Background: an optimization exercise with open tools, aiming at small area. Do not read the settings as production practice. The RTL was checked by simulation tests, not by an equivalence proof against the original design. Power and IR drop assume default switching activity.

==> run H: inputs <==
==> flow/design.v <==
module spi_drv_sr (
    input               clk,
    input               ld,
    input               sh,
    input               hd,
    input        [31:0] din,
    input               sin,
    output logic [31:0] q
);
    wire [31:0] shifted = {q[30:0], sin};
    always_ff @(posedge clk)
        q <= ({32{ld}} & din) | ({32{sh}} & shifted) | ({32{hd}} & q);
endmodule
module spi_drv_mux4 (
    input  [3:0] d,
    input  [1:0] s,
    output       y
);
    assign y = d[s];
endmodule
module spi_drv_first (
    input  [31:0] tx_data,
    input  [4:0]  n,
    output        bit_o
);
    wire [31:0] tx_rot = {tx_data[30:0], tx_data[31]};   
    wire [7:0]  l1;
    wire [1:0]  l2;
    genvar i;
    generate
        for (i = 0; i < 8; i = i + 1) begin : g_l1
            spi_drv_mux4 u_m (.d(tx_rot[4*i+3:4*i]), .s(n[1:0]), .y(l1[i]));
        end
        for (i = 0; i < 2; i = i + 1) begin : g_l2
            spi_drv_mux4 u_m (.d(l1[4*i+3:4*i]), .s(n[3:2]), .y(l2[i]));
        end
    endgenerate
    assign bit_o = n[4] ? l2[1] : l2[0];
endmodule
module spi_drv #(
    parameter integer               CLK_DIVIDE  = 100,  
    parameter integer               SPI_MAXLEN  = 32    
) (
    input                           clk,
    input                           sresetn,         
    input                           start_cmd,      
    output                          spi_drv_rdy,    
    input  [$clog2(SPI_MAXLEN):0]   n_clks,         
    input  [SPI_MAXLEN-1:0]         tx_data,        
    output [SPI_MAXLEN-1:0]         rx_miso,        
    output                          SCLK,           
    output                          MOSI,           
    input                           MISO,           
    output                          SS_N            
);
    logic       st_x, st_y;
    logic       pre_pend;            
    logic [5:0] hcnt;                
    logic       sclk_reg;
    logic [5:0] bcnt;                
    logic       mosi_reg;
    logic [31:0] sr;
    logic       first_bit;
    wire idle    =  st_x & ~st_y;
    wire load    =  st_x &  st_y;
    wire active  = ~st_x &  st_y;
    wire [5:0] hinc = hcnt + 6'd1;
    wire half    = hcnt[5] & hcnt[4] & hcnt[0];          
    wire fall    = active & sclk_reg & half;
    wire done    = active & (bcnt == 6'd0) & hcnt[0];    
    wire align   = active & pre_pend & (hinc >= bcnt);
    always_ff @(posedge clk) begin
        st_x <= sresetn & (~st_y | (~st_x & done));
        st_y <= sresetn & ((st_x & (st_y | start_cmd)) | (active & ~done));
    end
    always_ff @(posedge clk) begin
        pre_pend <= load | (pre_pend & ~hinc[5]);
        hcnt     <= (active & ~half) ? hinc : 6'd0;
        sclk_reg <= sresetn & active & (sclk_reg ^ half);
    end
    always_ff @(posedge clk) begin
        if (load)
            bcnt <= n_clks;
        else if (fall)
            bcnt <= bcnt - 6'd1;
    end
    spi_drv_first u_first (.tx_data(tx_data), .n(n_clks[4:0]), .bit_o(first_bit));
    always_ff @(posedge clk) begin
        if (load)
            mosi_reg <= first_bit;
        else if (fall)
            mosi_reg <= sr[31];
    end
    wire sr_ld = sresetn & load;
    wire sr_sh = sresetn & (align | fall);
    wire sr_hd = sresetn & ~load & ~align & ~fall;
    spi_drv_sr u_sr (
        .clk(clk), .ld(sr_ld), .sh(sr_sh), .hd(sr_hd),
        .din(tx_data), .sin(fall & MISO), .q(sr)
    );
    assign spi_drv_rdy = idle;
    assign SS_N        = ~active;
    assign SCLK        = sclk_reg;
    assign MOSI        = mosi_reg;
    assign rx_miso     = sr;
endmodule
==> flow/flow/run.sh <==
#!/bin/bash
# Standard ORFS layout (the standard.sh), with two changes:
#  - port buffers made of the smallest buffer cell (buf_1) instead of buffer_ports' default;
#  - clock tree built from clkbuf_8 only, without dummy loads.
set -euo pipefail
bash standard.sh \
  "BUFFER_PORTS_ARGS=-buffer_cell sky130_fd_sc_hd__buf_1" \
  "CTS_ARGS=-sink_clustering_enable -repair_clock_nets -dont_use_dummy_load -buf_list sky130_fd_sc_hd__clkbuf_8" \
  finish > orfs_make.log 2>&1
==> flow/standard.sh <==
#!/bin/bash
# synth_recipe.tcl (not shown) runs the flow's synth.tcl, then flattens the netlist and writes it again
# the make line also repeats each setting of config.mk as NAME=value (left out here)
make -C /OpenROAD-flow-scripts/flow DESIGN_CONFIG=/design/flow/config.mk WORK_HOME=/design/flow/orfs CLKGATE_MAP_FILE= SYNTH_SCRIPT=/design/flow/synth_recipe.tcl "${@:-finish}"
==> flow/config.mk <==
export PLATFORM = sky130hd
export DESIGN_NAME = spi_drv
export DESIGN_NICKNAME = spi_drv
export VERILOG_FILES = /design/flow/design.v
export SDC_FILE = /design/flow/constraint.sdc
export NUM_CORES = 4
export LEC_CHECK = 0
export CAP_MARGIN = 20
export CORE_MARGIN = 2
export CORE_UTILIZATION = 70
export SLEW_MARGIN = 20
export SYNTH_HIERARCHICAL = 1
==> flow/constraint.sdc <==
create_clock -name core_clock -period 10.0 [get_ports {clk}]
set_input_delay 2.0000 -clock core_clock [delete_from_list [all_inputs] [get_ports {clk}]]
set_output_delay 2.0000 -clock core_clock [all_outputs]
set_load 0.01 [all_outputs]
==> run E: changes against run H <==
==> flow/design.v, changed modules only <==
module spi_drv #(
    parameter integer               CLK_DIVIDE  = 100,  
    parameter integer               SPI_MAXLEN  = 32    
) (
    input                           clk,
    input                           sresetn,         
    input                           start_cmd,      
    output                          spi_drv_rdy,    
    input  [$clog2(SPI_MAXLEN):0]   n_clks,         
    input  [SPI_MAXLEN-1:0]         tx_data,        
    output [SPI_MAXLEN-1:0]         rx_miso,        
    output                          SCLK,           
    output                          MOSI,           
    input                           MISO,           
    output                          SS_N            
);
    logic       st_x, st_y;
    logic       pre_pend;            
    logic [5:0] hcnt;                
    logic       sclk_reg;
    logic [5:0] bcnt;                
    logic [32:0] sr;
    wire idle    =  st_x & ~st_y;
    wire load    =  st_x &  st_y;
    wire active  = ~st_x &  st_y;
    wire half    = hcnt[5] & hcnt[4] & hcnt[0];          
    wire fall    = active & sclk_reg & half;
    wire done    = active & ~bcnt[5] & hcnt[0];          
    wire align   = active & pre_pend & ~hcnt[5] & (hcnt[4:0] <= bcnt[4:0]);
    wire [31:0] tx_rot = {tx_data[30:0], tx_data[31]};   
    always_ff @(posedge clk) begin
        st_x <= sresetn & (~st_y | (~st_x & done));
        st_y <= sresetn & ((st_x & (st_y | start_cmd)) | (active & ~done));
    end
    always_ff @(posedge clk) begin
        pre_pend <= load | (pre_pend & ~half);
        hcnt     <= (active & ~half) ? hcnt + 6'd1 : 6'd0;
        sclk_reg <= sresetn & active & (sclk_reg ^ half);
    end
    always_ff @(posedge clk) begin
        if (load)
            bcnt <= -n_clks;
        else if (fall)
            bcnt <= bcnt + 6'd1;
    end
    always_ff @(posedge clk) begin
        if (load)
            sr[32] <= tx_rot[n_clks[4:0]];
        else if (fall)
            sr[32] <= sr[31];
    end
    always_ff @(posedge clk) begin
        if (!sresetn)
            sr[31:0] <= 32'd0;
        else if (load)
            sr[31:0] <= tx_data;
        else if (align)
            sr[31:0] <= {sr[30:0], 1'b0};
        else if (fall)
            sr[31:0] <= {sr[30:0], MISO};
    end
    assign spi_drv_rdy = idle;
    assign SS_N        = ~active;
    assign SCLK        = sclk_reg;
    assign MOSI        = sr[32];
    assign rx_miso     = sr[31:0];
endmodule
// module spi_drv_sr removed
// module spi_drv_mux4 removed
// module spi_drv_first removed
==> flow/run.sh (new file) <==
#!/bin/bash
# synth_recipe.tcl (not shown) runs the flow's synth.tcl, then flattens the netlist and writes it again
# the make line also repeats each setting of config.mk as NAME=value (left out here)
make -C /OpenROAD-flow-scripts/flow DESIGN_CONFIG=/design/flow/config.mk WORK_HOME=/design/flow/orfs CLKGATE_MAP_FILE= SYNTH_SCRIPT=/design/flow/synth_recipe.tcl finish
--- a/flow/config.mk
+++ b/flow/config.mk
@@ -8,5 +8,4 @@
 export CAP_MARGIN = 20
 export CORE_MARGIN = 2
-export CORE_UTILIZATION = 70
+export CORE_UTILIZATION = 40
 export SLEW_MARGIN = 20
-export SYNTH_HIERARCHICAL = 1
removed: flow/flow/run.sh
removed: flow/standard.sh
==> run A: changes against run H <==
==> flow/design.v, changed modules only <==
module spi_drv_bit (
    input        clk,
    input        ld,
    input        sh,
    input        hd,
    input        d_ld,
    input        d_sh,
    output logic q
);
    always_ff @(posedge clk)
        q <= (ld & d_ld) | (sh & d_sh) | (hd & q);
endmodule
module spi_drv_sr (
    input         clk,
    input         ld,
    input         sh,
    input         hd,
    input  [31:0] din,
    input         sin,
    output [31:0] q
);
    wire [31:0] shifted = {q[30:0], sin};
    genvar i;
    generate
        for (i = 0; i < 32; i = i + 1) begin : g_bit
            spi_drv_bit u_b (.clk(clk), .ld(ld), .sh(sh), .hd(hd), .d_ld(din[i]), .d_sh(shifted[i]), .q(q[i]));
        end
    endgenerate
endmodule
module spi_drv_ge_step (
    input  a,
    input  b,
    input  ci,
    output co
);
    assign co = (a & ~b) | (a & ci) | (~b & ci);
endmodule
module spi_drv #(
    parameter integer               CLK_DIVIDE  = 100,  
    parameter integer               SPI_MAXLEN  = 32    
) (
    input                           clk,
    input                           sresetn,         
    input                           start_cmd,      
    output                          spi_drv_rdy,    
    input  [$clog2(SPI_MAXLEN):0]   n_clks,         
    input  [SPI_MAXLEN-1:0]         tx_data,        
    output [SPI_MAXLEN-1:0]         rx_miso,        
    output                          SCLK,           
    output                          MOSI,           
    input                           MISO,           
    output                          SS_N            
);
    logic       st_x, st_y;
    logic       pre_pend;            
    logic [5:0] hcnt;                
    logic       sclk_reg;
    wire  [5:0] bcnt;                
    wire        mosi_reg;
    wire [31:0] sr;
    wire        first_bit;
    wire idle    =  st_x & ~st_y;
    wire load    =  st_x &  st_y;
    wire active  = ~st_x &  st_y;
    wire [5:0] hcy  = {hcnt[4:0] & hcy[4:0], 1'b1};
    wire [5:0] hinc = hcnt ^ hcy;
    wire [5:0] bbw  = {~bcnt[4:0] & bbw[4:0], 1'b1};
    wire [5:0] bdec = bcnt ^ bbw;
    wire [6:0] gec;
    assign gec[0] = 1'b1;
    genvar i;
    generate
        for (i = 0; i < 6; i = i + 1) begin : g_ge
            spi_drv_ge_step u_s (.a(hinc[i]), .b(bcnt[i]), .ci(gec[i]), .co(gec[i+1]));
        end
    endgenerate
    wire half    = hcnt[5] & hcnt[4] & hcnt[0];          
    wire fall    = active & sclk_reg & half;
    wire done    = active & ~(|bcnt) & hcnt[0];          
    wire align   = active & pre_pend & gec[6];
    always_ff @(posedge clk) begin
        st_x <= sresetn & (~st_y | (~st_x & done));
        st_y <= sresetn & ((st_x & (st_y | start_cmd)) | (active & ~done));
    end
    always_ff @(posedge clk) begin
        pre_pend <= load | (pre_pend & ~hinc[5]);
        hcnt     <= (active & ~half) ? hinc : 6'd0;
        sclk_reg <= sresetn & active & (sclk_reg ^ half);
    end
    wire b_hd = ~load & ~fall;
    generate
        for (i = 0; i < 6; i = i + 1) begin : g_bcnt
            spi_drv_bit u_b (.clk(clk), .ld(load), .sh(fall), .hd(b_hd), .d_ld(n_clks[i]), .d_sh(bdec[i]), .q(bcnt[i]));
        end
    endgenerate
    spi_drv_first u_first (.tx_data(tx_data), .n(n_clks[4:0]), .bit_o(first_bit));
    spi_drv_bit u_mosi (.clk(clk), .ld(load), .sh(fall), .hd(b_hd), .d_ld(first_bit), .d_sh(sr[31]), .q(mosi_reg));
    wire sr_ld = sresetn & load;
    wire sr_sh = sresetn & (align | fall);
    wire sr_hd = sresetn & ~load & ~align & ~fall;
    spi_drv_sr u_sr (
        .clk(clk), .ld(sr_ld), .sh(sr_sh), .hd(sr_hd),
        .din(tx_data), .sin(fall & MISO), .q(sr)
    );
    assign spi_drv_rdy = idle;
    assign SS_N        = ~active;
    assign SCLK        = sclk_reg;
    assign MOSI        = mosi_reg;
    assign rx_miso     = sr;
endmodule
==> qor summary <==
Outcome: run E complete, no violations; run A complete, no violations; run H complete, no violations
Simple-gate portion of the synthesized area: run E 19.1%; run A 6.69%; run H 7.96%
Hold endpoint: run E pre_pend; run A pre_pend; run H u_sr.q[12]
Drt wl/cell: run E 14.3 µm; run A 16.0 µm; run H 17.4 µm
Setup Skew: run E 0.00848 ns; run A 0.0194 ns; run H 0.0167 ns
Worst Min Path Start: run E pre_pend; run A pre_pend; run H u_sr.q[11]
Fraction of standard cell area in multi-input logic: run E 44.1%; run A 38.6%; run H 39.4%
Placement-stage worst setup slack: run E 5.52 ns; run A 5.69 ns; run H 5.63 ns
Required time of the critical path: run E 10.13 ns; run A 10.20 ns; run H 10.06 ns
Core Area: run E 6870 µm²; run A 3030 µm²; run H 3130 µm²
Post-placement cell count: run E 473; run A 327; run H 328
Max reg flops: run E 33; run A 32; run H 32
Layout net count: run E 434; run A 340; run H 341
Mean instance size in the synthesized netlist: run E 9.05 µm²; run A 10.8 µm²; run H 10.8 µm²
Layout fillers: run E 658; run A 172; run H 187
Number of inverters outside the clock class in the layout: run E 11; run A 57; run H 41
Amount of wire on met3 after detailed routing: run E 384 µm; run A 461 µm; run H 450 µm
Mapped Cells: run E 318; run A 204; run H 216
Sequential cell area: run E 1050 µm²; run A 981 µm²; run H 1050 µm²
Reg2Reg Setup Slack: run E 7.86 ns; run A 6.29 ns; run H 7.25 ns
Initial standard-cell utilization of the core: run E 41.9%; run A 72.9%; run H 74.8%
Clock group power: run E 170 µW; run A 103 µW; run H 104 µW
Total power: run E 457 µW; run A 415 µW; run H 360 µW
VDD IR max: run E 0.0000606 V; run A 0.000109 V; run H 0.000117 V
Peak clock frequency supported by timing: run E 238 MHz; run A 252 MHz; run H 248 MHz
Via/cell ratio: run E 5.02; run A 6.21; run H 6.25

[re-timing with driven ports]
Ports are ideal in the flow. The routed layouts listed here were re-timed in OpenROAD. Step 1, drivers: a clkbuf_16 drives clk and a buf_2 each remaining input, both assumed. Step 2, shift: input delay + t, output delay - t, t = (earliest + latest rising clock arrival at the registers) / 2. This alone moves slack from input paths to output paths. a / b / c = no drivers / after step 1 / after step 2; a / b = the first two.
run	t (ns)	setup slack, ns	slew at the worst register clock pin (ns)	worst data-port slew with drivers (ns)
run H	0.322	5.966 / 5.963 / 5.642	0.08 / 0.08	0.04
run E	0.333	5.801 / 5.806 / 5.474	0.10 / 0.10	0.04
run A	0.322	6.040 / 6.035 / 5.713	0.09 / 0.09	0.05
After both steps setup and hold are still met in every run listed.
